From an optimization exercise on the open Yosys and OpenROAD flow, aimed at small area, a short achievable clock period and few clock cycles per item; shortcuts taken in it are not production practice.
No functional check of the RTL was part of any run shown here.

**flow/config.mk**
```make
export PLATFORM = sky130hd
export DESIGN_NAME = arctan
export DESIGN_NICKNAME = arctan
export VERILOG_FILES = /design/flow/design.v
export SDC_FILE = /design/flow/constraint.sdc
export NUM_CORES = 4
export LEC_CHECK = 0
export CAP_MARGIN = 20
export CORE_MARGIN = 2
export CORE_UTILIZATION = 40
export SETUP_SLACK_MARGIN = 2.1
export SLEW_MARGIN = 20
```
**flow/constraint.sdc**
```tcl
create_clock -name core_clock -period 5.0 [get_ports {s00_axis_aclk}]
set_input_delay 1.0000 -clock core_clock [delete_from_list [all_inputs] [get_ports {s00_axis_aclk}]]
set_output_delay 1.0000 -clock core_clock [all_outputs]
set_load 0.01 [all_outputs]
```
**flow/design.v**
```verilog
module arctan #
	(
		parameter integer C_S00_AXIS_TDATA_WIDTH	= 32,
		parameter integer C_M00_AXIS_TDATA_WIDTH	= 32,
    parameter integer ITERATIONS = 16
	)
	(
		input wire  s00_axis_aclk, s00_axis_aresetn,
		input wire  s00_axis_tlast, s00_axis_tvalid,
		input wire [C_S00_AXIS_TDATA_WIDTH-1 : 0] s00_axis_tdata,
		input wire [(C_S00_AXIS_TDATA_WIDTH/8)-1: 0] s00_axis_tstrb,
		output logic  s00_axis_tready,
		input wire  m00_axis_aclk, m00_axis_aresetn,
		input wire  m00_axis_tready,
		output logic  m00_axis_tvalid, m00_axis_tlast,
		output logic [C_M00_AXIS_TDATA_WIDTH-1 : 0] m00_axis_tdata,
		output logic [(C_M00_AXIS_TDATA_WIDTH/8)-1: 0] m00_axis_tstrb
	);
  logic ov;   
  wire adv = m00_axis_tready | ~ov;
  assign s00_axis_tready = adv;
  logic s0_v;
  logic [4:0] s0_side;
  logic signed [15:0] s0_x, s0_y;
  logic [1:0] s0_q;
  logic [0:0] s0_b;
  logic s1_v;
  logic [4:0] s1_side;
  logic signed [15:0] s1_x, s1_y;
  logic [1:0] s1_q;
  logic [1:0] s1_b;
  logic s2_v;
  logic [4:0] s2_side;
  logic signed [15:0] s2_x, s2_y;
  logic [1:0] s2_q;
  logic [2:0] s2_b;
  logic s3_v;
  logic [4:0] s3_side;
  logic signed [15:0] s3_x, s3_y;
  logic [1:0] s3_q;
  logic [3:0] s3_b;
  logic s4_v;
  logic [4:0] s4_side;
  logic signed [15:0] s4_x, s4_y;
  logic [1:0] s4_q;
  logic [4:0] s4_b;
  logic s5_v;
  logic [4:0] s5_side;
  logic signed [15:0] s5_x, s5_y;
  logic [1:0] s5_q;
  logic [5:0] s5_b;
  logic s6_v;
  logic [4:0] s6_side;
  logic signed [15:0] s6_x, s6_y;
  logic [1:0] s6_q;
  logic [6:0] s6_b;
  logic s7_v;
  logic [4:0] s7_side;
  logic signed [15:0] s7_x, s7_y;
  logic [1:0] s7_q;
  logic [7:0] s7_b;
  logic s8_v;
  logic [4:0] s8_side;
  logic signed [15:0] s8_x, s8_y;
  logic [1:0] s8_q;
  logic [8:0] s8_b;
  logic s9_v;
  logic [4:0] s9_side;
  logic signed [15:0] s9_x, s9_y;
  logic [1:0] s9_q;
  logic [9:0] s9_b;
  logic s10_v;
  logic [4:0] s10_side;
  logic signed [15:0] s10_x, s10_y;
  logic [1:0] s10_q;
  logic [10:0] s10_b;
  logic s11_v;
  logic [4:0] s11_side;
  logic signed [15:0] s11_x, s11_y;
  logic [1:0] s11_q;
  logic [11:0] s11_b;
  logic s12_v;
  logic [4:0] s12_side;
  logic signed [15:0] s12_x, s12_y;
  logic [1:0] s12_q;
  logic [12:0] s12_b;
  logic s13_v;
  logic [4:0] s13_side;
  logic signed [15:0] s13_x, s13_y;
  logic [1:0] s13_q;
  logic [13:0] s13_b;
  logic s14_v;
  logic [4:0] s14_side;
  logic signed [18:0] s14_r;
  logic [1:0] s14_bl;
  wire c0_neg = s00_axis_tdata[15:0][15];
  wire c0_yneg = s00_axis_tdata[31:16][15];
  logic signed [15:0] c0_xf, c0_yf;
  assign c0_xf = (s00_axis_tdata[15:0] ^ {16{c0_neg}}) + 16'(c0_neg);
  assign c0_yf = (s00_axis_tdata[31:16] ^ {16{c0_neg}}) + 16'(c0_neg);
  wire c0_dn0 = ~c0_yf[15];   
  logic [0:0] c0_b;
  assign c0_b = {c0_dn0};
  always_ff @(posedge s00_axis_aclk) begin
    if (s00_axis_aresetn == 1'b0) s0_v <= 1'b0;
    else if (adv) s0_v <= s00_axis_tvalid;
  end
  always_ff @(posedge s00_axis_aclk) begin
    if (adv) begin
      s0_x <= c0_xf;
      s0_y <= c0_yf;
      s0_q <= {c0_neg, c0_yneg};
      s0_b <= c0_b;
      s0_side <= {s00_axis_tlast, s00_axis_tstrb};
    end
  end
  wire c1_d0 = s0_b[0];   
  logic signed [15:0] c1_x1, c1_y1;
  logic signed [15:0] c1_x1_op;
  assign c1_x1_op = (s0_y >>> 0);
  logic [16:0] c1_x1_s;
  assign c1_x1_s = {s0_x, 1'b1} + {c1_x1_op ^ {16{s0_y[15]}}, s0_y[15]};
  assign c1_x1 = c1_x1_s[16:1];
  logic signed [15:0] c1_y1_op;
  assign c1_y1_op = (s0_x >>> 0);
  logic [16:0] c1_y1_s;
  assign c1_y1_s = {s0_y, 1'b1} + {c1_y1_op ^ {16{c1_d0}}, c1_d0};
  assign c1_y1 = c1_y1_s[16:1];
  wire c1_dn1 = ~c1_y1[15];   
  logic [1:0] c1_b;
  assign c1_b = {c1_dn1, s0_b};
  always_ff @(posedge s00_axis_aclk) begin
    if (s00_axis_aresetn == 1'b0) s1_v <= 1'b0;
    else if (adv) s1_v <= s0_v;
  end
  always_ff @(posedge s00_axis_aclk) begin
    if (adv) begin
      s1_x <= c1_x1;
      s1_y <= c1_y1;
      s1_q <= s0_q;
      s1_b <= c1_b;
      s1_side <= s0_side;
    end
  end
  wire c2_d1 = s1_b[1];   
  logic signed [15:0] c2_x2, c2_y2;
  logic signed [15:0] c2_x2_op;
  assign c2_x2_op = (s1_y >>> 1);
  logic [16:0] c2_x2_s;
  assign c2_x2_s = {s1_x, 1'b1} + {c2_x2_op ^ {16{s1_y[15]}}, s1_y[15]};
  assign c2_x2 = c2_x2_s[16:1];
  logic signed [15:0] c2_y2_op;
  assign c2_y2_op = (s1_x >>> 1);
  logic [16:0] c2_y2_s;
  assign c2_y2_s = {s1_y, 1'b1} + {c2_y2_op ^ {16{c2_d1}}, c2_d1};
  assign c2_y2 = c2_y2_s[16:1];
  wire c2_dn2 = ~c2_y2[15];   
  logic [2:0] c2_b;
  assign c2_b = {c2_dn2, s1_b};
  always_ff @(posedge s00_axis_aclk) begin
    if (s00_axis_aresetn == 1'b0) s2_v <= 1'b0;
    else if (adv) s2_v <= s1_v;
  end
  always_ff @(posedge s00_axis_aclk) begin
    if (adv) begin
      s2_x <= c2_x2;
      s2_y <= c2_y2;
      s2_q <= s1_q;
      s2_b <= c2_b;
      s2_side <= s1_side;
    end
  end
  wire c3_d2 = s2_b[2];   
  logic signed [15:0] c3_x3, c3_y3;
  logic signed [15:0] c3_x3_op;
  assign c3_x3_op = (s2_y >>> 2);
  logic [16:0] c3_x3_s;
  assign c3_x3_s = {s2_x, 1'b1} + {c3_x3_op ^ {16{s2_y[15]}}, s2_y[15]};
  assign c3_x3 = c3_x3_s[16:1];
  logic signed [15:0] c3_y3_op;
  assign c3_y3_op = (s2_x >>> 2);
  logic [16:0] c3_y3_s;
  assign c3_y3_s = {s2_y, 1'b1} + {c3_y3_op ^ {16{c3_d2}}, c3_d2};
  assign c3_y3 = c3_y3_s[16:1];
  wire c3_dn3 = ~c3_y3[15];   
  logic [3:0] c3_b;
  assign c3_b = {c3_dn3, s2_b};
  always_ff @(posedge s00_axis_aclk) begin
    if (s00_axis_aresetn == 1'b0) s3_v <= 1'b0;
    else if (adv) s3_v <= s2_v;
  end
  always_ff @(posedge s00_axis_aclk) begin
    if (adv) begin
      s3_x <= c3_x3;
      s3_y <= c3_y3;
      s3_q <= s2_q;
      s3_b <= c3_b;
      s3_side <= s2_side;
    end
  end
  wire c4_d3 = s3_b[3];   
  logic signed [15:0] c4_x4, c4_y4;
  logic signed [15:0] c4_x4_op;
  assign c4_x4_op = (s3_y >>> 3);
  logic [16:0] c4_x4_s;
  assign c4_x4_s = {s3_x, 1'b1} + {c4_x4_op ^ {16{s3_y[15]}}, s3_y[15]};
  assign c4_x4 = c4_x4_s[16:1];
  logic signed [15:0] c4_y4_op;
  assign c4_y4_op = (s3_x >>> 3);
  logic [16:0] c4_y4_s;
  assign c4_y4_s = {s3_y, 1'b1} + {c4_y4_op ^ {16{c4_d3}}, c4_d3};
  assign c4_y4 = c4_y4_s[16:1];
  wire c4_dn4 = ~c4_y4[15];   
  logic [4:0] c4_b;
  assign c4_b = {c4_dn4, s3_b};
  always_ff @(posedge s00_axis_aclk) begin
    if (s00_axis_aresetn == 1'b0) s4_v <= 1'b0;
    else if (adv) s4_v <= s3_v;
  end
  always_ff @(posedge s00_axis_aclk) begin
    if (adv) begin
      s4_x <= c4_x4;
      s4_y <= c4_y4;
      s4_q <= s3_q;
      s4_b <= c4_b;
      s4_side <= s3_side;
    end
  end
  wire c5_d4 = s4_b[4];   
  logic signed [15:0] c5_x5, c5_y5;
  logic signed [15:0] c5_x5_op;
  assign c5_x5_op = (s4_y >>> 4);
  logic [16:0] c5_x5_s;
  assign c5_x5_s = {s4_x, 1'b1} + {c5_x5_op ^ {16{s4_y[15]}}, s4_y[15]};
  assign c5_x5 = c5_x5_s[16:1];
  logic signed [15:0] c5_y5_op;
  assign c5_y5_op = (s4_x >>> 4);
  logic [16:0] c5_y5_s;
  assign c5_y5_s = {s4_y, 1'b1} + {c5_y5_op ^ {16{c5_d4}}, c5_d4};
  assign c5_y5 = c5_y5_s[16:1];
  wire c5_dn5 = ~c5_y5[15];   
  logic [5:0] c5_b;
  assign c5_b = {c5_dn5, s4_b};
  always_ff @(posedge s00_axis_aclk) begin
    if (s00_axis_aresetn == 1'b0) s5_v <= 1'b0;
    else if (adv) s5_v <= s4_v;
  end
  always_ff @(posedge s00_axis_aclk) begin
    if (adv) begin
      s5_x <= c5_x5;
      s5_y <= c5_y5;
      s5_q <= s4_q;
      s5_b <= c5_b;
      s5_side <= s4_side;
    end
  end
  wire c6_d5 = s5_b[5];   
  logic signed [15:0] c6_x6, c6_y6;
  logic signed [15:0] c6_x6_op;
  assign c6_x6_op = (s5_y >>> 5);
  logic [16:0] c6_x6_s;
  assign c6_x6_s = {s5_x, 1'b1} + {c6_x6_op ^ {16{s5_y[15]}}, s5_y[15]};
  assign c6_x6 = c6_x6_s[16:1];
  logic signed [15:0] c6_y6_op;
  assign c6_y6_op = (s5_x >>> 5);
  logic [16:0] c6_y6_s;
  assign c6_y6_s = {s5_y, 1'b1} + {c6_y6_op ^ {16{c6_d5}}, c6_d5};
  assign c6_y6 = c6_y6_s[16:1];
  wire c6_dn6 = ~c6_y6[15];   
  logic [6:0] c6_b;
  assign c6_b = {c6_dn6, s5_b};
  always_ff @(posedge s00_axis_aclk) begin
    if (s00_axis_aresetn == 1'b0) s6_v <= 1'b0;
    else if (adv) s6_v <= s5_v;
  end
  always_ff @(posedge s00_axis_aclk) begin
    if (adv) begin
      s6_x <= c6_x6;
      s6_y <= c6_y6;
      s6_q <= s5_q;
      s6_b <= c6_b;
      s6_side <= s5_side;
    end
  end
  wire c7_d6 = s6_b[6];   
  logic signed [15:0] c7_x7, c7_y7;
  logic signed [15:0] c7_x7_op;
  assign c7_x7_op = (s6_y >>> 6);
  logic [16:0] c7_x7_s;
  assign c7_x7_s = {s6_x, 1'b1} + {c7_x7_op ^ {16{s6_y[15]}}, s6_y[15]};
  assign c7_x7 = c7_x7_s[16:1];
  logic signed [15:0] c7_y7_op;
  assign c7_y7_op = (s6_x >>> 6);
  logic [16:0] c7_y7_s;
  assign c7_y7_s = {s6_y, 1'b1} + {c7_y7_op ^ {16{c7_d6}}, c7_d6};
  assign c7_y7 = c7_y7_s[16:1];
  wire c7_dn7 = ~c7_y7[15];   
  logic [7:0] c7_b;
  assign c7_b = {c7_dn7, s6_b};
  always_ff @(posedge s00_axis_aclk) begin
    if (s00_axis_aresetn == 1'b0) s7_v <= 1'b0;
    else if (adv) s7_v <= s6_v;
  end
  always_ff @(posedge s00_axis_aclk) begin
    if (adv) begin
      s7_x <= c7_x7;
      s7_y <= c7_y7;
      s7_q <= s6_q;
      s7_b <= c7_b;
      s7_side <= s6_side;
    end
  end
  wire c8_d7 = s7_b[7];   
  logic signed [15:0] c8_x8, c8_y8;
  logic signed [15:0] c8_x8_op;
  assign c8_x8_op = (s7_y >>> 7);
  logic [16:0] c8_x8_s;
  assign c8_x8_s = {s7_x, 1'b1} + {c8_x8_op ^ {16{s7_y[15]}}, s7_y[15]};
  assign c8_x8 = c8_x8_s[16:1];
  logic signed [15:0] c8_y8_op;
  assign c8_y8_op = (s7_x >>> 7);
  logic [16:0] c8_y8_s;
  assign c8_y8_s = {s7_y, 1'b1} + {c8_y8_op ^ {16{c8_d7}}, c8_d7};
  assign c8_y8 = c8_y8_s[16:1];
  wire c8_dn8 = ~c8_y8[15];   
  logic [8:0] c8_b;
  assign c8_b = {c8_dn8, s7_b};
  always_ff @(posedge s00_axis_aclk) begin
    if (s00_axis_aresetn == 1'b0) s8_v <= 1'b0;
    else if (adv) s8_v <= s7_v;
  end
  always_ff @(posedge s00_axis_aclk) begin
    if (adv) begin
      s8_x <= c8_x8;
      s8_y <= c8_y8;
      s8_q <= s7_q;
      s8_b <= c8_b;
      s8_side <= s7_side;
    end
  end
  wire c9_d8 = s8_b[8];   
  logic signed [15:0] c9_x9, c9_y9;
  logic signed [15:0] c9_x9_op;
  assign c9_x9_op = (s8_y >>> 8);
  logic [16:0] c9_x9_s;
  assign c9_x9_s = {s8_x, 1'b1} + {c9_x9_op ^ {16{s8_y[15]}}, s8_y[15]};
  assign c9_x9 = c9_x9_s[16:1];
  logic signed [15:0] c9_y9_op;
  assign c9_y9_op = (s8_x >>> 8);
  logic [16:0] c9_y9_s;
  assign c9_y9_s = {s8_y, 1'b1} + {c9_y9_op ^ {16{c9_d8}}, c9_d8};
  assign c9_y9 = c9_y9_s[16:1];
  wire c9_dn9 = ~c9_y9[15];   
  logic [9:0] c9_b;
  assign c9_b = {c9_dn9, s8_b};
  always_ff @(posedge s00_axis_aclk) begin
    if (s00_axis_aresetn == 1'b0) s9_v <= 1'b0;
    else if (adv) s9_v <= s8_v;
  end
  always_ff @(posedge s00_axis_aclk) begin
    if (adv) begin
      s9_x <= c9_x9;
      s9_y <= c9_y9;
      s9_q <= s8_q;
      s9_b <= c9_b;
      s9_side <= s8_side;
    end
  end
  wire c10_d9 = s9_b[9];   
  logic signed [15:0] c10_x10, c10_y10;
  logic signed [15:0] c10_x10_op;
  assign c10_x10_op = (s9_y >>> 9);
  logic [16:0] c10_x10_s;
  assign c10_x10_s = {s9_x, 1'b1} + {c10_x10_op ^ {16{s9_y[15]}}, s9_y[15]};
  assign c10_x10 = c10_x10_s[16:1];
  logic signed [15:0] c10_y10_op;
  assign c10_y10_op = (s9_x >>> 9);
  logic [16:0] c10_y10_s;
  assign c10_y10_s = {s9_y, 1'b1} + {c10_y10_op ^ {16{c10_d9}}, c10_d9};
  assign c10_y10 = c10_y10_s[16:1];
  wire c10_dn10 = ~c10_y10[15];   
  logic [10:0] c10_b;
  assign c10_b = {c10_dn10, s9_b};
  always_ff @(posedge s00_axis_aclk) begin
    if (s00_axis_aresetn == 1'b0) s10_v <= 1'b0;
    else if (adv) s10_v <= s9_v;
  end
  always_ff @(posedge s00_axis_aclk) begin
    if (adv) begin
      s10_x <= c10_x10;
      s10_y <= c10_y10;
      s10_q <= s9_q;
      s10_b <= c10_b;
      s10_side <= s9_side;
    end
  end
  wire c11_d10 = s10_b[10];   
  logic signed [15:0] c11_x11, c11_y11;
  logic signed [15:0] c11_x11_op;
  assign c11_x11_op = (s10_y >>> 10);
  logic [16:0] c11_x11_s;
  assign c11_x11_s = {s10_x, 1'b1} + {c11_x11_op ^ {16{s10_y[15]}}, s10_y[15]};
  assign c11_x11 = c11_x11_s[16:1];
  logic signed [15:0] c11_y11_op;
  assign c11_y11_op = (s10_x >>> 10);
  logic [16:0] c11_y11_s;
  assign c11_y11_s = {s10_y, 1'b1} + {c11_y11_op ^ {16{c11_d10}}, c11_d10};
  assign c11_y11 = c11_y11_s[16:1];
  wire c11_dn11 = ~c11_y11[15];   
  logic [11:0] c11_b;
  assign c11_b = {c11_dn11, s10_b};
  always_ff @(posedge s00_axis_aclk) begin
    if (s00_axis_aresetn == 1'b0) s11_v <= 1'b0;
    else if (adv) s11_v <= s10_v;
  end
  always_ff @(posedge s00_axis_aclk) begin
    if (adv) begin
      s11_x <= c11_x11;
      s11_y <= c11_y11;
      s11_q <= s10_q;
      s11_b <= c11_b;
      s11_side <= s10_side;
    end
  end
  wire c12_d11 = s11_b[11];   
  logic signed [15:0] c12_x12, c12_y12;
  logic signed [15:0] c12_x12_op;
  assign c12_x12_op = (s11_y >>> 11);
  logic [16:0] c12_x12_s;
  assign c12_x12_s = {s11_x, 1'b1} + {c12_x12_op ^ {16{s11_y[15]}}, s11_y[15]};
  assign c12_x12 = c12_x12_s[16:1];
  logic signed [15:0] c12_y12_op;
  assign c12_y12_op = (s11_x >>> 11);
  logic [16:0] c12_y12_s;
  assign c12_y12_s = {s11_y, 1'b1} + {c12_y12_op ^ {16{c12_d11}}, c12_d11};
  assign c12_y12 = c12_y12_s[16:1];
  wire c12_dn12 = ~c12_y12[15];   
  logic [12:0] c12_b;
  assign c12_b = {c12_dn12, s11_b};
  always_ff @(posedge s00_axis_aclk) begin
    if (s00_axis_aresetn == 1'b0) s12_v <= 1'b0;
    else if (adv) s12_v <= s11_v;
  end
  always_ff @(posedge s00_axis_aclk) begin
    if (adv) begin
      s12_x <= c12_x12;
      s12_y <= c12_y12;
      s12_q <= s11_q;
      s12_b <= c12_b;
      s12_side <= s11_side;
    end
  end
  wire c13_d12 = s12_b[12];   
  logic signed [15:0] c13_x13, c13_y13;
  logic signed [15:0] c13_x13_op;
  assign c13_x13_op = (s12_y >>> 12);
  logic [16:0] c13_x13_s;
  assign c13_x13_s = {s12_x, 1'b1} + {c13_x13_op ^ {16{s12_y[15]}}, s12_y[15]};
  assign c13_x13 = c13_x13_s[16:1];
  logic signed [15:0] c13_y13_op;
  assign c13_y13_op = (s12_x >>> 12);
  logic [16:0] c13_y13_s;
  assign c13_y13_s = {s12_y, 1'b1} + {c13_y13_op ^ {16{c13_d12}}, c13_d12};
  assign c13_y13 = c13_y13_s[16:1];
  wire c13_dn13 = ~c13_y13[15];   
  logic [13:0] c13_b;
  assign c13_b = {c13_dn13, s12_b};
  always_ff @(posedge s00_axis_aclk) begin
    if (s00_axis_aresetn == 1'b0) s13_v <= 1'b0;
    else if (adv) s13_v <= s12_v;
  end
  always_ff @(posedge s00_axis_aclk) begin
    if (adv) begin
      s13_x <= c13_x13;
      s13_y <= c13_y13;
      s13_q <= s12_q;
      s13_b <= c13_b;
      s13_side <= s12_side;
    end
  end
  wire c14_d13 = s13_b[13];   
  logic signed [15:0] c14_y14;
  logic signed [15:0] c14_y14_op;
  assign c14_y14_op = (s13_x >>> 13);
  logic [16:0] c14_y14_s;
  assign c14_y14_s = {s13_y, 1'b1} + {c14_y14_op ^ {16{c14_d13}}, c14_d13};
  assign c14_y14 = c14_y14_s[16:1];
  wire c14_d14 = ~c14_y14[15];   
  logic signed [18:0] c14_k;
  always_comb begin
    case ({s13_q, s13_b[4:0]})
      7'd0: c14_k = -19'sd57109;
      7'd1: c14_k = -19'sd5639;
      7'd2: c14_k = -19'sd26725;
      7'd3: c14_k = 19'sd24745;
      7'd4: c14_k = -19'sd41055;
      7'd5: c14_k = 19'sd10415;
      7'd6: c14_k = -19'sd10671;
      7'd7: c14_k = 19'sd40799;
      7'd8: c14_k = -19'sd48961;
      7'd9: c14_k = 19'sd2509;
      7'd10: c14_k = -19'sd18577;
      7'd11: c14_k = 19'sd32893;
      7'd12: c14_k = -19'sd32907;
      7'd13: c14_k = 19'sd18563;
      7'd14: c14_k = -19'sd2523;
      7'd15: c14_k = 19'sd48947;
      7'd16: c14_k = -19'sd53019;
      7'd17: c14_k = -19'sd1549;
      7'd18: c14_k = -19'sd22635;
      7'd19: c14_k = 19'sd28835;
      7'd20: c14_k = -19'sd36965;
      7'd21: c14_k = 19'sd14505;
      7'd22: c14_k = -19'sd6581;
      7'd23: c14_k = 19'sd44889;
      7'd24: c14_k = -19'sd44871;
      7'd25: c14_k = 19'sd6599;
      7'd26: c14_k = -19'sd14487;
      7'd27: c14_k = 19'sd36983;
      7'd28: c14_k = -19'sd28817;
      7'd29: c14_k = 19'sd22653;
      7'd30: c14_k = 19'sd1567;
      7'd31: c14_k = 19'sd53037;
      7'd32: c14_k = -19'sd57109;
      7'd33: c14_k = -19'sd5639;
      7'd34: c14_k = -19'sd26725;
      7'd35: c14_k = 19'sd24745;
      7'd36: c14_k = -19'sd41055;
      7'd37: c14_k = 19'sd10415;
      7'd38: c14_k = -19'sd10671;
      7'd39: c14_k = 19'sd40799;
      7'd40: c14_k = -19'sd48961;
      7'd41: c14_k = 19'sd2509;
      7'd42: c14_k = -19'sd18577;
      7'd43: c14_k = 19'sd32893;
      7'd44: c14_k = -19'sd32907;
      7'd45: c14_k = 19'sd18563;
      7'd46: c14_k = -19'sd2523;
      7'd47: c14_k = 19'sd48947;
      7'd48: c14_k = -19'sd53019;
      7'd49: c14_k = -19'sd1549;
      7'd50: c14_k = -19'sd22635;
      7'd51: c14_k = 19'sd28835;
      7'd52: c14_k = -19'sd36965;
      7'd53: c14_k = 19'sd14505;
      7'd54: c14_k = -19'sd6581;
      7'd55: c14_k = 19'sd44889;
      7'd56: c14_k = -19'sd44871;
      7'd57: c14_k = 19'sd6599;
      7'd58: c14_k = -19'sd14487;
      7'd59: c14_k = 19'sd36983;
      7'd60: c14_k = -19'sd28817;
      7'd61: c14_k = 19'sd22653;
      7'd62: c14_k = 19'sd1567;
      7'd63: c14_k = 19'sd53037;
      7'd64: c14_k = 19'sd45834;
      7'd65: c14_k = 19'sd97304;
      7'd66: c14_k = 19'sd76218;
      7'd67: c14_k = 19'sd127688;
      7'd68: c14_k = 19'sd61888;
      7'd69: c14_k = 19'sd113358;
      7'd70: c14_k = 19'sd92272;
      7'd71: c14_k = 19'sd143742;
      7'd72: c14_k = 19'sd53982;
      7'd73: c14_k = 19'sd105452;
      7'd74: c14_k = 19'sd84366;
      7'd75: c14_k = 19'sd135836;
      7'd76: c14_k = 19'sd70036;
      7'd77: c14_k = 19'sd121506;
      7'd78: c14_k = 19'sd100420;
      7'd79: c14_k = 19'sd151890;
      7'd80: c14_k = 19'sd49924;
      7'd81: c14_k = 19'sd101394;
      7'd82: c14_k = 19'sd80308;
      7'd83: c14_k = 19'sd131778;
      7'd84: c14_k = 19'sd65978;
      7'd85: c14_k = 19'sd117448;
      7'd86: c14_k = 19'sd96362;
      7'd87: c14_k = 19'sd147832;
      7'd88: c14_k = 19'sd58072;
      7'd89: c14_k = 19'sd109542;
      7'd90: c14_k = 19'sd88456;
      7'd91: c14_k = 19'sd139926;
      7'd92: c14_k = 19'sd74126;
      7'd93: c14_k = 19'sd125596;
      7'd94: c14_k = 19'sd104510;
      7'd95: c14_k = 19'sd155980;
      7'd96: c14_k = -19'sd160052;
      7'd97: c14_k = -19'sd108582;
      7'd98: c14_k = -19'sd129668;
      7'd99: c14_k = -19'sd78198;
      7'd100: c14_k = -19'sd143998;
      7'd101: c14_k = -19'sd92528;
      7'd102: c14_k = -19'sd113614;
      7'd103: c14_k = -19'sd62144;
      7'd104: c14_k = -19'sd151904;
      7'd105: c14_k = -19'sd100434;
      7'd106: c14_k = -19'sd121520;
      7'd107: c14_k = -19'sd70050;
      7'd108: c14_k = -19'sd135850;
      7'd109: c14_k = -19'sd84380;
      7'd110: c14_k = -19'sd105466;
      7'd111: c14_k = -19'sd53996;
      7'd112: c14_k = -19'sd155962;
      7'd113: c14_k = -19'sd104492;
      7'd114: c14_k = -19'sd125578;
      7'd115: c14_k = -19'sd74108;
      7'd116: c14_k = -19'sd139908;
      7'd117: c14_k = -19'sd88438;
      7'd118: c14_k = -19'sd109524;
      7'd119: c14_k = -19'sd58054;
      7'd120: c14_k = -19'sd147814;
      7'd121: c14_k = -19'sd96344;
      7'd122: c14_k = -19'sd117430;
      7'd123: c14_k = -19'sd65960;
      7'd124: c14_k = -19'sd131760;
      7'd125: c14_k = -19'sd80290;
      7'd126: c14_k = -19'sd101376;
      7'd127: c14_k = -19'sd49906;
      default: c14_k = '0;
    endcase
  end
  logic [18:0] c14_g0;
  always_comb begin
    case (s13_b[12:5])
      8'd0: c14_g0 = 19'd0;
      8'd1: c14_g0 = 19'd2046;
      8'd2: c14_g0 = 19'd1022;
      8'd3: c14_g0 = 19'd3068;
      8'd4: c14_g0 = 19'd510;
      8'd5: c14_g0 = 19'd2556;
      8'd6: c14_g0 = 19'd1532;
      8'd7: c14_g0 = 19'd3578;
      8'd8: c14_g0 = 19'd254;
      8'd9: c14_g0 = 19'd2300;
      8'd10: c14_g0 = 19'd1276;
      8'd11: c14_g0 = 19'd3322;
      8'd12: c14_g0 = 19'd764;
      8'd13: c14_g0 = 19'd2810;
      8'd14: c14_g0 = 19'd1786;
      8'd15: c14_g0 = 19'd3832;
      8'd16: c14_g0 = 19'd126;
      8'd17: c14_g0 = 19'd2172;
      8'd18: c14_g0 = 19'd1148;
      8'd19: c14_g0 = 19'd3194;
      8'd20: c14_g0 = 19'd636;
      8'd21: c14_g0 = 19'd2682;
      8'd22: c14_g0 = 19'd1658;
      8'd23: c14_g0 = 19'd3704;
      8'd24: c14_g0 = 19'd380;
      8'd25: c14_g0 = 19'd2426;
      8'd26: c14_g0 = 19'd1402;
      8'd27: c14_g0 = 19'd3448;
      8'd28: c14_g0 = 19'd890;
      8'd29: c14_g0 = 19'd2936;
      8'd30: c14_g0 = 19'd1912;
      8'd31: c14_g0 = 19'd3958;
      8'd32: c14_g0 = 19'd62;
      8'd33: c14_g0 = 19'd2108;
      8'd34: c14_g0 = 19'd1084;
      8'd35: c14_g0 = 19'd3130;
      8'd36: c14_g0 = 19'd572;
      8'd37: c14_g0 = 19'd2618;
      8'd38: c14_g0 = 19'd1594;
      8'd39: c14_g0 = 19'd3640;
      8'd40: c14_g0 = 19'd316;
      8'd41: c14_g0 = 19'd2362;
      8'd42: c14_g0 = 19'd1338;
      8'd43: c14_g0 = 19'd3384;
      8'd44: c14_g0 = 19'd826;
      8'd45: c14_g0 = 19'd2872;
      8'd46: c14_g0 = 19'd1848;
      8'd47: c14_g0 = 19'd3894;
      8'd48: c14_g0 = 19'd188;
      8'd49: c14_g0 = 19'd2234;
      8'd50: c14_g0 = 19'd1210;
      8'd51: c14_g0 = 19'd3256;
      8'd52: c14_g0 = 19'd698;
      8'd53: c14_g0 = 19'd2744;
      8'd54: c14_g0 = 19'd1720;
      8'd55: c14_g0 = 19'd3766;
      8'd56: c14_g0 = 19'd442;
      8'd57: c14_g0 = 19'd2488;
      8'd58: c14_g0 = 19'd1464;
      8'd59: c14_g0 = 19'd3510;
      8'd60: c14_g0 = 19'd952;
      8'd61: c14_g0 = 19'd2998;
      8'd62: c14_g0 = 19'd1974;
      8'd63: c14_g0 = 19'd4020;
      8'd64: c14_g0 = 19'd30;
      8'd65: c14_g0 = 19'd2076;
      8'd66: c14_g0 = 19'd1052;
      8'd67: c14_g0 = 19'd3098;
      8'd68: c14_g0 = 19'd540;
      8'd69: c14_g0 = 19'd2586;
      8'd70: c14_g0 = 19'd1562;
      8'd71: c14_g0 = 19'd3608;
      8'd72: c14_g0 = 19'd284;
      8'd73: c14_g0 = 19'd2330;
      8'd74: c14_g0 = 19'd1306;
      8'd75: c14_g0 = 19'd3352;
      8'd76: c14_g0 = 19'd794;
      8'd77: c14_g0 = 19'd2840;
      8'd78: c14_g0 = 19'd1816;
      8'd79: c14_g0 = 19'd3862;
      8'd80: c14_g0 = 19'd156;
      8'd81: c14_g0 = 19'd2202;
      8'd82: c14_g0 = 19'd1178;
      8'd83: c14_g0 = 19'd3224;
      8'd84: c14_g0 = 19'd666;
      8'd85: c14_g0 = 19'd2712;
      8'd86: c14_g0 = 19'd1688;
      8'd87: c14_g0 = 19'd3734;
      8'd88: c14_g0 = 19'd410;
      8'd89: c14_g0 = 19'd2456;
      8'd90: c14_g0 = 19'd1432;
      8'd91: c14_g0 = 19'd3478;
      8'd92: c14_g0 = 19'd920;
      8'd93: c14_g0 = 19'd2966;
      8'd94: c14_g0 = 19'd1942;
      8'd95: c14_g0 = 19'd3988;
      8'd96: c14_g0 = 19'd92;
      8'd97: c14_g0 = 19'd2138;
      8'd98: c14_g0 = 19'd1114;
      8'd99: c14_g0 = 19'd3160;
      8'd100: c14_g0 = 19'd602;
      8'd101: c14_g0 = 19'd2648;
      8'd102: c14_g0 = 19'd1624;
      8'd103: c14_g0 = 19'd3670;
      8'd104: c14_g0 = 19'd346;
      8'd105: c14_g0 = 19'd2392;
      8'd106: c14_g0 = 19'd1368;
      8'd107: c14_g0 = 19'd3414;
      8'd108: c14_g0 = 19'd856;
      8'd109: c14_g0 = 19'd2902;
      8'd110: c14_g0 = 19'd1878;
      8'd111: c14_g0 = 19'd3924;
      8'd112: c14_g0 = 19'd218;
      8'd113: c14_g0 = 19'd2264;
      8'd114: c14_g0 = 19'd1240;
      8'd115: c14_g0 = 19'd3286;
      8'd116: c14_g0 = 19'd728;
      8'd117: c14_g0 = 19'd2774;
      8'd118: c14_g0 = 19'd1750;
      8'd119: c14_g0 = 19'd3796;
      8'd120: c14_g0 = 19'd472;
      8'd121: c14_g0 = 19'd2518;
      8'd122: c14_g0 = 19'd1494;
      8'd123: c14_g0 = 19'd3540;
      8'd124: c14_g0 = 19'd982;
      8'd125: c14_g0 = 19'd3028;
      8'd126: c14_g0 = 19'd2004;
      8'd127: c14_g0 = 19'd4050;
      8'd128: c14_g0 = 19'd14;
      8'd129: c14_g0 = 19'd2060;
      8'd130: c14_g0 = 19'd1036;
      8'd131: c14_g0 = 19'd3082;
      8'd132: c14_g0 = 19'd524;
      8'd133: c14_g0 = 19'd2570;
      8'd134: c14_g0 = 19'd1546;
      8'd135: c14_g0 = 19'd3592;
      8'd136: c14_g0 = 19'd268;
      8'd137: c14_g0 = 19'd2314;
      8'd138: c14_g0 = 19'd1290;
      8'd139: c14_g0 = 19'd3336;
      8'd140: c14_g0 = 19'd778;
      8'd141: c14_g0 = 19'd2824;
      8'd142: c14_g0 = 19'd1800;
      8'd143: c14_g0 = 19'd3846;
      8'd144: c14_g0 = 19'd140;
      8'd145: c14_g0 = 19'd2186;
      8'd146: c14_g0 = 19'd1162;
      8'd147: c14_g0 = 19'd3208;
      8'd148: c14_g0 = 19'd650;
      8'd149: c14_g0 = 19'd2696;
      8'd150: c14_g0 = 19'd1672;
      8'd151: c14_g0 = 19'd3718;
      8'd152: c14_g0 = 19'd394;
      8'd153: c14_g0 = 19'd2440;
      8'd154: c14_g0 = 19'd1416;
      8'd155: c14_g0 = 19'd3462;
      8'd156: c14_g0 = 19'd904;
      8'd157: c14_g0 = 19'd2950;
      8'd158: c14_g0 = 19'd1926;
      8'd159: c14_g0 = 19'd3972;
      8'd160: c14_g0 = 19'd76;
      8'd161: c14_g0 = 19'd2122;
      8'd162: c14_g0 = 19'd1098;
      8'd163: c14_g0 = 19'd3144;
      8'd164: c14_g0 = 19'd586;
      8'd165: c14_g0 = 19'd2632;
      8'd166: c14_g0 = 19'd1608;
      8'd167: c14_g0 = 19'd3654;
      8'd168: c14_g0 = 19'd330;
      8'd169: c14_g0 = 19'd2376;
      8'd170: c14_g0 = 19'd1352;
      8'd171: c14_g0 = 19'd3398;
      8'd172: c14_g0 = 19'd840;
      8'd173: c14_g0 = 19'd2886;
      8'd174: c14_g0 = 19'd1862;
      8'd175: c14_g0 = 19'd3908;
      8'd176: c14_g0 = 19'd202;
      8'd177: c14_g0 = 19'd2248;
      8'd178: c14_g0 = 19'd1224;
      8'd179: c14_g0 = 19'd3270;
      8'd180: c14_g0 = 19'd712;
      8'd181: c14_g0 = 19'd2758;
      8'd182: c14_g0 = 19'd1734;
      8'd183: c14_g0 = 19'd3780;
      8'd184: c14_g0 = 19'd456;
      8'd185: c14_g0 = 19'd2502;
      8'd186: c14_g0 = 19'd1478;
      8'd187: c14_g0 = 19'd3524;
      8'd188: c14_g0 = 19'd966;
      8'd189: c14_g0 = 19'd3012;
      8'd190: c14_g0 = 19'd1988;
      8'd191: c14_g0 = 19'd4034;
      8'd192: c14_g0 = 19'd44;
      8'd193: c14_g0 = 19'd2090;
      8'd194: c14_g0 = 19'd1066;
      8'd195: c14_g0 = 19'd3112;
      8'd196: c14_g0 = 19'd554;
      8'd197: c14_g0 = 19'd2600;
      8'd198: c14_g0 = 19'd1576;
      8'd199: c14_g0 = 19'd3622;
      8'd200: c14_g0 = 19'd298;
      8'd201: c14_g0 = 19'd2344;
      8'd202: c14_g0 = 19'd1320;
      8'd203: c14_g0 = 19'd3366;
      8'd204: c14_g0 = 19'd808;
      8'd205: c14_g0 = 19'd2854;
      8'd206: c14_g0 = 19'd1830;
      8'd207: c14_g0 = 19'd3876;
      8'd208: c14_g0 = 19'd170;
      8'd209: c14_g0 = 19'd2216;
      8'd210: c14_g0 = 19'd1192;
      8'd211: c14_g0 = 19'd3238;
      8'd212: c14_g0 = 19'd680;
      8'd213: c14_g0 = 19'd2726;
      8'd214: c14_g0 = 19'd1702;
      8'd215: c14_g0 = 19'd3748;
      8'd216: c14_g0 = 19'd424;
      8'd217: c14_g0 = 19'd2470;
      8'd218: c14_g0 = 19'd1446;
      8'd219: c14_g0 = 19'd3492;
      8'd220: c14_g0 = 19'd934;
      8'd221: c14_g0 = 19'd2980;
      8'd222: c14_g0 = 19'd1956;
      8'd223: c14_g0 = 19'd4002;
      8'd224: c14_g0 = 19'd106;
      8'd225: c14_g0 = 19'd2152;
      8'd226: c14_g0 = 19'd1128;
      8'd227: c14_g0 = 19'd3174;
      8'd228: c14_g0 = 19'd616;
      8'd229: c14_g0 = 19'd2662;
      8'd230: c14_g0 = 19'd1638;
      8'd231: c14_g0 = 19'd3684;
      8'd232: c14_g0 = 19'd360;
      8'd233: c14_g0 = 19'd2406;
      8'd234: c14_g0 = 19'd1382;
      8'd235: c14_g0 = 19'd3428;
      8'd236: c14_g0 = 19'd870;
      8'd237: c14_g0 = 19'd2916;
      8'd238: c14_g0 = 19'd1892;
      8'd239: c14_g0 = 19'd3938;
      8'd240: c14_g0 = 19'd232;
      8'd241: c14_g0 = 19'd2278;
      8'd242: c14_g0 = 19'd1254;
      8'd243: c14_g0 = 19'd3300;
      8'd244: c14_g0 = 19'd742;
      8'd245: c14_g0 = 19'd2788;
      8'd246: c14_g0 = 19'd1764;
      8'd247: c14_g0 = 19'd3810;
      8'd248: c14_g0 = 19'd486;
      8'd249: c14_g0 = 19'd2532;
      8'd250: c14_g0 = 19'd1508;
      8'd251: c14_g0 = 19'd3554;
      8'd252: c14_g0 = 19'd996;
      8'd253: c14_g0 = 19'd3042;
      8'd254: c14_g0 = 19'd2018;
      8'd255: c14_g0 = 19'd4064;
      default: c14_g0 = '0;
    endcase
  end
  logic signed [18:0] c14_r;
  assign c14_r = c14_k + c14_g0;
  logic [14:0] c14_b;
  assign c14_b = {c14_d14, s13_b};
  always_ff @(posedge s00_axis_aclk) begin
    if (s00_axis_aresetn == 1'b0) s14_v <= 1'b0;
    else if (adv) s14_v <= s13_v;
  end
  always_ff @(posedge s00_axis_aclk) begin
    if (adv) begin
      s14_r <= c14_r;
      s14_bl <= c14_b[14:13];
      s14_side <= s13_side;
    end
  end
  logic signed [18:0] c15_ph;
  assign c15_ph = s14_r + 19'({s14_bl[0] & s14_bl[1], s14_bl[0] & ~s14_bl[1], s14_bl[0] ^ s14_bl[1], 1'b0});
  logic signed [18:0] o_ph;
  logic [4:0] o_side;
  always_ff @(posedge s00_axis_aclk) begin
    if (s00_axis_aresetn == 1'b0) ov <= 1'b0;
    else if (adv) ov <= s14_v;
  end
  always_ff @(posedge s00_axis_aclk) begin
    if (adv) begin
      o_ph <= c15_ph;
      o_side <= s14_side;
    end
  end
  assign m00_axis_tvalid = ov;
  assign m00_axis_tdata = {{(C_M00_AXIS_TDATA_WIDTH-19){o_ph[18]}}, o_ph};
  assign m00_axis_tlast = o_side[4];
  assign m00_axis_tstrb = o_side[3:0];
endmodule
```
**flow/run.sh**
```bash
#!/bin/bash
# synth_recipe.tcl (not shown) runs the flow's synth.tcl, then flattens the netlist and writes it again
# the make line also repeats each setting of config.mk as NAME=value (left out here)
make -C /OpenROAD-flow-scripts/flow DESIGN_CONFIG=/design/flow/config.mk WORK_HOME=/design/flow/orfs CLKGATE_MAP_FILE= SYNTH_SCRIPT=/design/flow/synth_recipe.tcl finish
```
==> results of run 1 <==
synthesized netlist by cell type (30+ instances only):
library cell,instances
nor3_1,40
inv_1,92
nand3_1,56
a21oi_1,257
xor2_1,389
a21o_1,97
o21a_1,60
nor2_1,244
mux2i_1,44
nor2b_1,49
nand2_1,174
a211oi_1,31
dfxtp_1,46
nand2b_1,45
edfxtp_1,673
nand4_1,30
o21bai_1,51
ha_1,367
xnor2_1,327
o21ai_0,143
repair_timing:
item                                    4_1_cts  5_1_grt
resized for setup                           132      172
pin swaps                                    78      140
buffers inserted                            120       81
endpoints found under the setup margin      227      118
cloned                                        2        1
per-stage QoR:
| step | setup slack (ns) | utilization | instance area (um2) | cells |
|---|---|---|---|---|
| after floorplan | 0.852 | - | 42800 | 3628 |
| after global routing | 1.88 | 0.479 | 50500 | 5374 |
| final | 1.96 | 0.479 | 50500 | 5375 |
| after global placement | 0.686 | 0.427 | 44900 | 5032 |
| after CTS | 1.95 | 0.467 | 49100 | 5292 |
| after detailed placement | 0.705 | 0.427 | 44900 | 5032 |
area by class of cell:
class / instances / area [um2] / share of cell area
clock inverter: 41 / 437 / 0.00865
timing repair buffer: 301 / 2730 / 0.0541
multi-input combinational: 2732 / 22000 / 0.435
inverter: 92 / 369 / 0.00731
antenna: 1 / 2.50 / 0.0000496
tap: 1391 / 1740 / 0.0345
timing repair inverter: 1 / 8.76 / 0.000174
clock buffer: 97 / 2080 / 0.0411
sequential: 719 / 21100 / 0.419
critical path, cell delays in order (launching register included):
cell,delay [ns]
edfxtp_1,0.38
buf_6,0.16
xor2_2,0.15
ha_1,0.31
a21oi_2,0.14
and2b_2,0.24
o32a_4,0.41
a311o_2,0.41
a211oi_2,0.20
o21bai_1,0.11
a21oi_2,0.19
xor2_1,0.09
how the worst max path moves through the flow:
stage / startpoint / to / slack (ns) / depth (start not counted)
6_report: s3_b[3] / s4_y[15] / 1.96 / 11
5_1_grt: s3_b[3] / s4_y[15] / 1.88 / 11
4_1_cts: s3_b[3] / s4_y[15] / 1.95 / 11
3_5_place_dp: m00_axis_tready / c14_k[13] / 0.71 / 13
3_3_place_gp: m00_axis_tready / c14_k[13] / 0.69 / 13
2_1_floorplan: m00_axis_tready / s00_axis_tready / 0.85 / 6
routing by layer:
layer,vias to the layer above,GRT usage,share of wire
met5,-,0,0
met4,0,0.0459,0.026
met3,132,0.0234,0.029
met2,366,0.272,0.50
met1,12900,0.189,0.44
li1,14000,-,-
kinds of logic after synthesis:
| kind of cell | after synthesis | synth area share |
|---|---|---|
| adders and majority gates | 370 | 0.109 |
| AOI/OAI and AO/OA | 861 | 0.133 |
| buffers and inverters | 177 | 0.0180 |
| DFF | 719 | 0.497 |
| and+or+nand+nor | 726 | 0.0807 |
| xor gates and xnor gates | 716 | 0.148 |
| muxes | 59 | 0.0145 |
==> flow_summary.toml, run 1 <==
[hold_path]
whs_path_depth = 0
hold_class = "reg2reg"
min_to = "s12_q[0]"
hp-start = "s11_q[0]"

[floorplan]
initial_core_util = 0.404
die_h_um = 330
core-area_um2 = 105000
dieArea_um2 = 109000
pin_count = 82
die_x_um = 330
rows = 119

[setup_path]
crit_type = "reg2reg"
crit_arrival_ns = 3.41
cp-end-kind = "register"
rrSetupSlack_ns = 1.96
reg2reg_to = "s4_y[15]"
rr_startpoint = "s3_b[3]"
crit_required_ns = 5.38
rr_worst_depth = 11
crit_path_max_fanout = 7
critPathLaunchType = "register"

[timing]
fin_setup_tns_ns = 0
setup_violations = 0
relSlewSlack = 0.395
finClkSkew_ns = 0.0287
fin_crit_sh = 0.607
hold_viol = 0
max_freq_mhz = 329
grt_setup_unrepaired = "true"
worst_pin_slew_ns = 0.907
slew_violations = 0
holdWs_ns = 0.412
finalCriticalPeriod_ns = 3.04

[final_layout]
mostFrequentLayoutCell = "edfxtp_1"
fillers = 9356
nets = 4337
drive_gt1_frac = 0.147
mostFrequentLayoutCells = "673 x edfxtp_1, 376 x xor2_1, 329 x ha_1"
syn_to_final_growth_pct = 18.8

[clock_tree]
cts_tree = "built"
path_clk_slew_ns = 0.06
numCtsBuffers = 78
cts.sinks = 719
h-tree-depth = 3
clk_latency_ns = 0.64
cts_hold_buf = 0
clk_path_buf_depth = 3
cts_root_buf = "clkbuf_16"

[global_route]
antenna_found_initial = 1
grt_first_pass_wirelength_um = 135000
track_usage = 0.152
grt_pass1_vias = 26400
grt_max_degree = 141
grt-ovfl-total = 0

[logic_synthesis]
synth_top_area_frac = 0.476
synth_edf_count = 673
yosysSeqAreaShare = 0.497
synth_top_flop_cell = "edfxtp_1"
syn_area_per_cell_um2 = 11.7
synth_nets = 4040
ys_ff_latch = 719
postSynthCellCount = 3628
ys_types = 87
synth.top_cells.by_area = "edfxtp_1 48%, ha_1 11%, xor2_1 8.0%"
synth_top_cell_by_area = "edfxtp_1"
syn_area_um2 = 42500
synth-async-reset-ratio = 0
synth-warning-count = 1

[placement]
port_buffers = 79
hpwl_um = 58800
gp_congestion = 0.793

[drt]
drt-initial-drc-count = 1238
first_pass_iters = 5
viasPerCell = 5.10
num_vias = 27400
totalWireLength_um = 85000
wl_per_cell_um = 15.8
ant_nets = 0
drc = 0

[job]
cap_violations = 0

[status]
run_status = "complete, no violations"
==> run 2: changes to the inputs <==
--- a/flow/config.mk
+++ b/flow/config.mk
@@ -10,3 +10,3 @@
 export CORE_UTILIZATION = 40
-export SETUP_SLACK_MARGIN = 2.1
+export SETUP_SLACK_MARGIN = 1.7
 export SLEW_MARGIN = 20
==> flow_summary.toml, run 2 <==
[status]
run_status = "complete, no violations"

[setup_path]
crit_start = "s3_b[3]"
crit_path_max_fanout = 8
critPathSlowestCell = "a311o_2"
cpMostUsedCell = "xor2_1"
critPathLaunchType = "register"
crit_required_ns = 5.37
cp_num_buf_inv = 1
crit_family = "compound AO/OA/AOI/OAI gates"
crit_type = "reg2reg"
path_cells = "buf_4, xor2_1, ha_1, a21oi_1, and2b_2, o32a_2, a311o_2, a211oi_2, o21bai_1, a21oi_2, xor2_1"
rr_worst_depth = 11
worst-path-stages = 11
reg2reg_to = "s4_y[15]"
rr_startpoint = "s3_b[3]"
rrSetupSlack_ns = 1.86
crit_arrival_ns = 3.50
crit_end = "s4_y[15]"
max_stage_delay_ns = 0.44
cp-end-kind = "register"

[timing]
worst_pin_slew_ns = 1.01
finalCriticalPeriod_ns = 3.14
setup_violations = 0
max_freq_mhz = 319
finClkSkew_ns = 0.0225
grt_setup_unrepaired = "true"
fin_crit_sh = 0.628
fin_setup_tns_ns = 0
hold_viol = 0
relSlewSlack = 0.326
slew_violations = 0

[global_route]
grt_pass1_vias = 25900
antenna_found_initial = 0
grt_first_pass_wirelength_um = 132000
track_usage = 0.150
grt-ovfl-total = 0
grt_max_degree = 138

[clock_tree]
cts_root_buf = "clkbuf_16"
cts.sinks = 719
h-tree-depth = 3
clk_latency_ns = 0.63
clk_path_buf_depth = 3
cts_hold_buf = 0
cts_tree = "built"
path_clk_slew_ns = 0.06
numCtsBuffers = 79

[final_layout]
syn_to_final_growth_pct = 13.5
fin_cells = 5254
fin_area_um2 = 48200
fillers = 9572
nets = 4211
multi_input_area_um2 = 20700
final_util = 0.458
drive_gt1_frac = 0.0738
mostFrequentLayoutCells = "673 x edfxtp_1, 385 x xor2_1, 365 x ha_1"
regArea_um2 = 21100
insertedDiodeCount = 0
mostFrequentLayoutCell = "edfxtp_1"

[logic_synthesis]
ys_types = 87
synth_top_flop_cell = "edfxtp_1"
ys_ff_latch = 719
yosysSeqAreaShare = 0.497
synth_edf_count = 673
postSynthCellCount = 3628
synth-async-reset-ratio = 0
synth_nets = 4040
syn_area_um2 = 42500
synth_commonest_cells = "673 x edfxtp_1, 389 x xor2_1, 367 x ha_1"
syn_area_per_cell_um2 = 11.7
post-synth-top-count-cell = "edfxtp_1"
synth-warning-count = 1
synth_top_area_frac = 0.476
synth_top_cell_by_area = "edfxtp_1"
synth.top_cells.by_area = "edfxtp_1 48%, ha_1 11%, xor2_1 8.0%"

[floorplan]
die_x_um = 330
pin_count = 82
dieArea_um2 = 109000
initial_core_util = 0.404
die_h_um = 330
core-area_um2 = 105000
rows = 119

[placement]
placed_area_um2 = 44800
gp_congestion = 0.801
port_buffers = 79
placedCellCount = 5036
hpwl_um = 59800

[drt]
drc = 0
ant_nets = 0
num_vias = 26700
drt-initial-drc-count = 1320
first_pass_iters = 5
wl_per_cell_um = 15.5
totalWireLength_um = 81400
viasPerCell = 5.08

[hold_path]
hold_class = "reg2reg"
hp-start = "s11_b[10]"

[job]
cap_violations = 0
## run 2: cell types whose count changed in the layout (fill, tap and decap cells not counted), moves of 9 or more
cell / change
o21ai_0: +33
clkinv_2: +13
a21oi_1: +47
ha_1: +36
buf_4: -103
xor2_1: +9
ha_4: -21
buf_6: -12
a21oi_2: -43
ha_2: -15
o21ai_1: -22
## run 2: routing by layer
| metal | up-vias | GRT usage | share of wire |
|---|---|---|---|
| met2 | 335 | 0.265 | 0.49 |
| met5 | - | 0 | 0 |
| met4 | 0 | 0.0546 | 0.033 |
| li1 | 13700 | - | - |
| met3 | 151 | 0.0207 | 0.026 |
| met1 | 12500 | 0.185 | 0.45 |
## run 2: how the worst min path moves through the flow
stage / endpoint / slack [ns] / depth (start not counted)
3_5_place_dp: s12_b[4] / 0.40 / 0
3_3_place_gp: s8_b[2] / 0.40 / 0
5_1_grt: s12_b[10] / 0.42 / 0
4_1_cts: s12_b[10] / 0.41 / 0
2_1_floorplan: s14_r[0] / 0.39 / 0
6_report: s12_b[10] / 0.40 / 0
## run 2: area by class of cell
cell class | count | share of cell area
clock buffers | 93 | 0.0427
clock inverters | 52 | 0.0117
inverters | 92 | 0.00757
multi-input cells | 2732 | 0.430
flip-flops and latches | 719 | 0.438
well taps | 1391 | 0.0361
repair buffers | 175 | 0.0340
## run 2: logic make-up after synthesis
| group | count (synthesis) | share of synthesized area |
|---|---|---|
| and+or+nand+nor | 726 | 0.0807 |
| DFF | 719 | 0.497 |
| AOI/OAI and AO/OA | 861 | 0.133 |
| buffers and inverters | 177 | 0.0180 |
| adders and majority gates | 370 | 0.109 |
| muxes | 59 | 0.0145 |
| xor gates and xnor gates | 716 | 0.148 |
## run 2: through the flow
stage | setup slack [ns] | hold slack (ns)
3_3_place_gp | 0.834 | 0.402
3_5_place_dp | 0.805 | 0.405
6_report | 1.86 | 0.404
4_1_cts | 1.47 | 0.407
5_1_grt | 1.67 | 0.420
2_1_floorplan | 0.852 | 0.386
## run 2: what timing repair did
item	in CTS	in global routing
pin swaps	1	4
gates cloned	0	0
endpoints found under the setup margin	49	46
gates resized for setup	7	24
setup buffers	36	37

==> port drivers added, routing unchanged <==
In the flow no input, the clock included, has a driving cell. The finished layouts below were timed again as built, in two steps. Step 1 (the two cells are an assumption about what drives the block):
set clk [get_ports {s00_axis_aclk}]
set_driving_cell -lib_cell sky130_fd_sc_hd__clkbuf_16 $clk
set_driving_cell -lib_cell sky130_fd_sc_hd__buf_2 [delete_from_list [all_inputs] $clk]
Step 2 adds t to the input delays and takes it off the output delays; t is the mean of the earliest and latest rising clock arrival at the registers after step 1. Input paths then give back, and output paths get back, about the clock's delay inside the block. Slacks: no drivers / after step 1 / after step 2; pairs: no drivers / after step 1.
run | t, ns | setup slack, ns | latest minus earliest clock arrival (ns) | pins driven straight from the clock port
run 1 | 0.701 | 1.965 / 1.965 / 1.574 | 0.032 / 0.031 | 1
run 2 | 0.691 | 1.861 / 1.861 / 1.322 | 0.023 / 0.022 | 1
After both steps setup and hold are still met in every run listed. The setup slack of run 2, which loses most, moves by 0.000 ns with the drivers and by -0.539 ns with both steps.
